This is an optimization exercise on Yosys and OpenROAD, whose aim is small area and a short achievable clock period, not a production implementation. RTL that was checked went through simulation tests only; none was proved equivalent to the original. Power and IR drop assume default switching activity.

==> module fp_norm, before the edit <==
module fp_norm (c, sh, x, eb, pay, rm, sign, nan, inf, res);
	input [14:0] c;       
	input [3:0] sh;       
	input x;              
	input [4:0] eb;       
	input [8:0] pay;      
	input [1:0] rm;
	input sign, nan, inf;
	output [15:0] res;
	wire [14:0] t = c << sh;
	wire d = x & ~t[14];
	wire [13:0] f0 = d ? t[13:0] : t[14:1];
	wire rne = ~rm[1] & ~rm[0];
	wire rup = (~rm[1] & rm[0] & sign) | (rm[1] & ~rm[0] & ~sign);
	wire plus1 = rne & f0[2] & (f0[1] | f0[0] | f0[3]) | rup & (f0[2] | f0[1] | f0[0]);
	wire [10:0] m = f0[13:3];
	wire [10:0] ao;       
	assign ao[0] = 1'b1;
	assign ao[1] = m[0];
	wire a01 = m[0] & m[1];
	wire a23 = m[2] & m[3];
	wire a45 = m[4] & m[5];
	wire a67 = m[6] & m[7];
	wire a89 = m[8] & m[9];
	wire a03 = a01 & a23;
	wire a47 = a45 & a67;
	assign ao[2] = a01;
	assign ao[3] = a01 & m[2];
	assign ao[4] = a03;
	assign ao[5] = a03 & m[4];
	assign ao[6] = a03 & a45;
	assign ao[7] = a03 & a45 & m[6];
	assign ao[8] = a03 & a47;
	assign ao[9] = a03 & a47 & m[8];
	assign ao[10] = a03 & a47 & a89;
	wire all1 = ao[10] & m[10];
	wire [10:0] fr = m ^ ({11{plus1}} & ao);
	wire cout = plus1 & all1;
	wire [4:0] ebm = eb - 5'd1;
	wire [4:0] ebp = eb + 5'd1;
	wire [4:0] x0 = d ? ebm : eb;
	wire [4:0] x1 = d ? eb : ebp;
	wire [4:0] expo = cout ? x1 : x0;
	wire e31 = &eb, e30 = (eb == 5'd30), e00 = (eb == 5'd0);
	wire ovf = f0[13] & (d ? (e00 | (e31 & cout)) : (e31 | (e30 & cout)));
	wire big = ovf & ~(rne | rup);        
	assign res =
		nan ? {1'b1, 5'h1f, 1'b1, pay} :
		(ovf | inf) ? {sign, 4'hf, ~big, {10{big}}} :
		{sign, f0[13] ? expo : 5'd0, fr[9:0]};
endmodule
==> module pipelined_fpadder, before the edit <==
module pipelined_fpadder (a,b,sub,rm,s,clk,clrn,e);
	input clk, clrn;
	input [15:0] a, b;
	input [1:0] rm;
	input sub;
	input e;
	output reg [15:0] s;
	wire [4:0] ea = a[14:10];
	wire [4:0] eb = b[14:10];
	wire ha = |ea;
	wire hb = |eb;
	wire [10:0] ma = {ha, a[9:0]};
	wire [10:0] mb = {hb, b[9:0]};
	wire [4:0] ee = ea + eb + 5'd17;           
	wire a_ff = &ea, b_ff = &eb;
	wire a_f0 = ~|a[9:0], b_f0 = ~|b[9:0];
	wire a_inf = a_ff & a_f0, b_inf = b_ff & b_f0;
	wire a_nan = a_ff & ~a_f0, b_nan = b_ff & ~b_f0;
	wire is_inf = a_inf | b_inf;
	wire is_nan = a_nan | b_nan | ((sub ^ a[15] ^ b[15]) & a_inf & b_inf);
	wire [8:0] nan9 = (a[8:0] > b[8:0]) ? a[8:0] : b[8:0];
	function [3:0] lz10;
		input [9:0] f;
		reg [15:0] g;
		reg [7:0] h8;
		reg [3:0] h4;
		reg [1:0] h2;
		reg z8, z4, z2;
		begin
			g = {f, 6'b111111};
			z8 = ~|g[15:8];
			h8 = z8 ? g[7:0] : g[15:8];
			z4 = ~|h8[7:4];
			h4 = z4 ? h8[3:0] : h8[7:4];
			z2 = ~|h4[3:2];
			h2 = z2 ? h4[1:0] : h4[3:2];
			lz10 = {z8, z4, z2, ~h2[1]};
		end
	endfunction
	wire [3:0] za = lz10(a[9:0]);
	wire [3:0] zb = lz10(b[9:0]);
	wire [3:0] la = ha ? 4'd0 : za + 4'd1;
	wire [3:0] lb = hb ? 4'd0 : zb + 4'd1;
	wire [4:0] ll = la + lb;
	wire [14:0] psn, pkn;
	wire pncin;
	fp_mul11 mul (.x(ma), .y(mb), .s_hn(psn), .k_hn(pkn), .ncin(pncin));
	reg [13:0] r_sn, r_kn;
	reg r_ncin;
	reg [4:0] r_e;
	reg [4:0] r_ll;
	reg [1:0] r_rm;
	reg r_sign, r_nan, r_inf;
	reg r_v;
	always @(posedge clk or negedge clrn) begin
		if (!clrn) r_v <= 0;
		else if (e) r_v <= 1'b1;
	end
	always @(posedge clk) begin
		if (e) begin
			r_sn <= psn[13:0];    
			r_kn <= pkn[13:0];
			r_ncin <= pncin;
			r_e <= is_nan ? nan9[8:4] : ee;      
			r_ll <= is_nan ? {1'b0, nan9[3:0]} : ll;
			r_rm <= rm;
			r_sign <= a[15] ^ b[15];
			r_nan <= is_nan;
			r_inf <= is_inf;
		end
	end
	wire [15:0] r_cw = {1'b0, r_sn, r_ncin} + {1'b0, r_kn, r_ncin};
	wire [14:0] r_c = ~r_cw[15:1];
	wire [15:0] res;
	wire ez = ~|r_e;
	wire [4:0] mm = {r_e[4:1], r_e[0] | ez};   
	wire r_x = r_ll < mm;
	wire [4:0] shu = r_x ? r_ll : mm;
	wire [3:0] r_sh = shu[4] ? 4'd15 : shu[3:0];
	wire [4:0] r_eb = r_e + 5'd1 - {1'b0, r_sh};
	fp_norm norm (.c(r_c), .sh(r_sh), .x(r_x), .eb(r_eb), .pay({r_e, r_ll[3:0]}), .rm(r_rm), .sign(r_sign),
		.nan(r_nan), .inf(r_inf), .res(res));
	wire [15:0] res_v = res & {16{r_v}};
	always @(posedge clk or negedge clrn) begin
		if (!clrn) s <= 0;
		else if (e) s <= res_v;
	end
endmodule
==> flow/config.mk <==
export PLATFORM = sky130hd
export DESIGN_NAME = pipelined_fpadder
export DESIGN_NICKNAME = pipelined_fpadder
export VERILOG_FILES = /design/flow/design.v
export SDC_FILE = /design/flow/constraint.sdc
export NUM_CORES = 4
export LEC_CHECK = 0
export ABC_AREA = 1
export CAP_MARGIN = 20
export CORE_MARGIN = 2
export CORE_UTILIZATION = 40
export CTS_BUF_LIST = sky130_fd_sc_hd__clkbuf_8
export SETUP_SLACK_MARGIN = 2.5
export SLEW_MARGIN = 20
export SYNTH_HIERARCHICAL = 1
==> flow/constraint.sdc <==
create_clock -name core_clock -period 7.0 [get_ports {clk}]
set_input_delay 1.4000 -clock core_clock [delete_from_list [all_inputs] [get_ports {clk}]]
set_output_delay 1.4000 -clock core_clock [all_outputs]
set_load 0.01 [all_outputs]
standard.sh (not shown) runs the stock make flow with config.mk's settings and CLKGATE_MAP_FILE= SYNTH_SCRIPT=/design/flow/synth_recipe.tcl, a recipe that flattens the netlist after the stock synthesis.
==> flow/flow/run.sh <==
#!/bin/bash
# The standard layout, with plain buffers (not delay buffers) on the ports.
set -euo pipefail
bash standard.sh "BUFFER_PORTS_ARGS=-buffer_cell sky130_fd_sc_hd__buf_1" finish > make_finish.log 2>&1
The starting point completed with no timing, DRC or antenna violations.
Next try:
--- a/flow/design.v
+++ b/flow/design.v
@@ -325,9 +325,9 @@
 	assign co = a & b;
 endmodule
-module fp_norm (c, sh, x, eb, pay, rm, sign, nan, inf, res);
+module fp_norm (c, sh, x, ebm, eb, ebp, pay, rm, sign, nan, inf, res);
 	input [14:0] c;       
 	input [3:0] sh;       
 	input x;              
-	input [4:0] eb;       
+	input [4:0] ebm, eb, ebp;   
 	input [8:0] pay;      
 	input [1:0] rm;
@@ -363,10 +363,8 @@
 	wire [10:0] fr = m ^ ({11{plus1}} & ao);
 	wire cout = plus1 & all1;
-	wire [4:0] ebm = eb - 5'd1;
-	wire [4:0] ebp = eb + 5'd1;
 	wire [4:0] x0 = d ? ebm : eb;
 	wire [4:0] x1 = d ? eb : ebp;
 	wire [4:0] expo = cout ? x1 : x0;
-	wire e31 = &eb, e30 = (eb == 5'd30), e00 = (eb == 5'd0);
+	wire e31 = &eb, e30 = &ebp, e00 = &ebm;
 	wire ovf = f0[13] & (d ? (e00 | (e31 & cout)) : (e31 | (e30 & cout)));
 	wire big = ovf & ~(rne | rup);        
@@ -398,6 +396,6 @@
 	wire is_nan = a_nan | b_nan | ((sub ^ a[15] ^ b[15]) & a_inf & b_inf);
 	wire [8:0] nan9 = (a[8:0] > b[8:0]) ? a[8:0] : b[8:0];
-	function [3:0] lz10;
-		input [9:0] f;
+	function [3:0] lz11;
+		input [10:0] m;
 		reg [15:0] g;
 		reg [7:0] h8;
@@ -406,5 +404,5 @@
 		reg z8, z4, z2;
 		begin
-			g = {f, 6'b111111};
+			g = {m, 5'b11111};
 			z8 = ~|g[15:8];
 			h8 = z8 ? g[7:0] : g[15:8];
@@ -413,11 +411,9 @@
 			z2 = ~|h4[3:2];
 			h2 = z2 ? h4[1:0] : h4[3:2];
-			lz10 = {z8, z4, z2, ~h2[1]};
+			lz11 = {z8, z4, z2, ~h2[1]};
 		end
 	endfunction
-	wire [3:0] za = lz10(a[9:0]);
-	wire [3:0] zb = lz10(b[9:0]);
-	wire [3:0] la = ha ? 4'd0 : za + 4'd1;
-	wire [3:0] lb = hb ? 4'd0 : zb + 4'd1;
+	wire [3:0] la = lz11(ma);
+	wire [3:0] lb = lz11(mb);
 	wire [4:0] ll = la + lb;
 	wire [14:0] psn, pkn;
@@ -452,10 +448,17 @@
 	wire [15:0] res;
 	wire ez = ~|r_e;
-	wire [4:0] mm = {r_e[4:1], r_e[0] | ez};   
-	wire r_x = r_ll < mm;
-	wire [4:0] shu = r_x ? r_ll : mm;
-	wire [3:0] r_sh = shu[4] ? 4'd15 : shu[3:0];
-	wire [4:0] r_eb = r_e + 5'd1 - {1'b0, r_sh};
-	fp_norm norm (.c(r_c), .sh(r_sh), .x(r_x), .eb(r_eb), .pay({r_e, r_ll[3:0]}), .rm(r_rm), .sign(r_sign),
+	wire [5:0] dd = {1'b0, r_e} - {1'b0, r_ll};    
+	wire r_x = (~dd[5] & |dd[4:0]) | (ez & ~|r_ll);
+	wire [3:0] mc = r_e[4] ? 4'd15 : {r_e[3:1], r_e[0] | ez};
+	wire [3:0] lc = r_ll[4] ? 4'd15 : r_ll[3:0];
+	wire [3:0] r_sh = r_x ? lc : mc;
+	wire [4:0] d0 = dd[4:0];
+	wire [4:0] d1 = d0 + 5'd1;
+	wire [4:0] d2 = d0 + 5'd2;
+	wire [4:0] r_ebm = r_x ? d0 : {5{ez}};
+	wire [4:0] r_eb0 = r_x ? d1 : {4'd0, ~ez};
+	wire [4:0] r_ebp = r_x ? d2 : {3'd0, ~ez, ez};
+	fp_norm norm (.c(r_c), .sh(r_sh), .x(r_x), .ebm(r_ebm), .eb(r_eb0), .ebp(r_ebp),
+		.pay({r_e, r_ll[3:0]}), .rm(r_rm), .sign(r_sign),
 		.nan(r_nan), .inf(r_inf), .res(res));
 	wire [15:0] res_v = res & {16{r_v}};
After rerunning: The changed run completed with no timing, DRC or antenna violations. Combinational power rose by 17%. Fmax fell by 4.5%. Clock skew is about the same. Core utilization rose by 2.8 points. Final cell count rose by 5.4%. Global-route usage rose by 0.99 points. Wire length rose by 11%.
For the second run of this note, only the layout was checked, not whether the RTL still works.

afterwards: timing with drivers on the ports:
No port has a modelled driver above. Below, the same layouts with a new extraction and two added sets of constraints.
Step 1 assumes that a clkbuf_16 drives the clock port and a buf_2 every other input.
Step 2 also shifts input and output timing later by t, the mid clock arrival at the registers, as if the neighbouring blocks saw the same clock.
Slacks: no drivers / after step 1 / after step 2; pairs: no drivers / after step 1.
run | t (ns) | setup slack, ns | hold slack, ns | worst data-port slew with drivers (ns) | pins driven straight from the clock port
the first run | 0.385 | 2.751 / 2.760 / 2.375 | 0.469 / 0.469 / 0.469 | 0.04 | 1
the second run | 0.395 | 2.551 / 2.551 / 2.199 | 0.514 / 0.514 / 0.514 | 0.04 | 1
After both steps setup and hold are still met in every run listed. For the first run, which loses most, drivers alone change the setup slack by +0.009 ns; drivers and shift together by -0.376 ns.
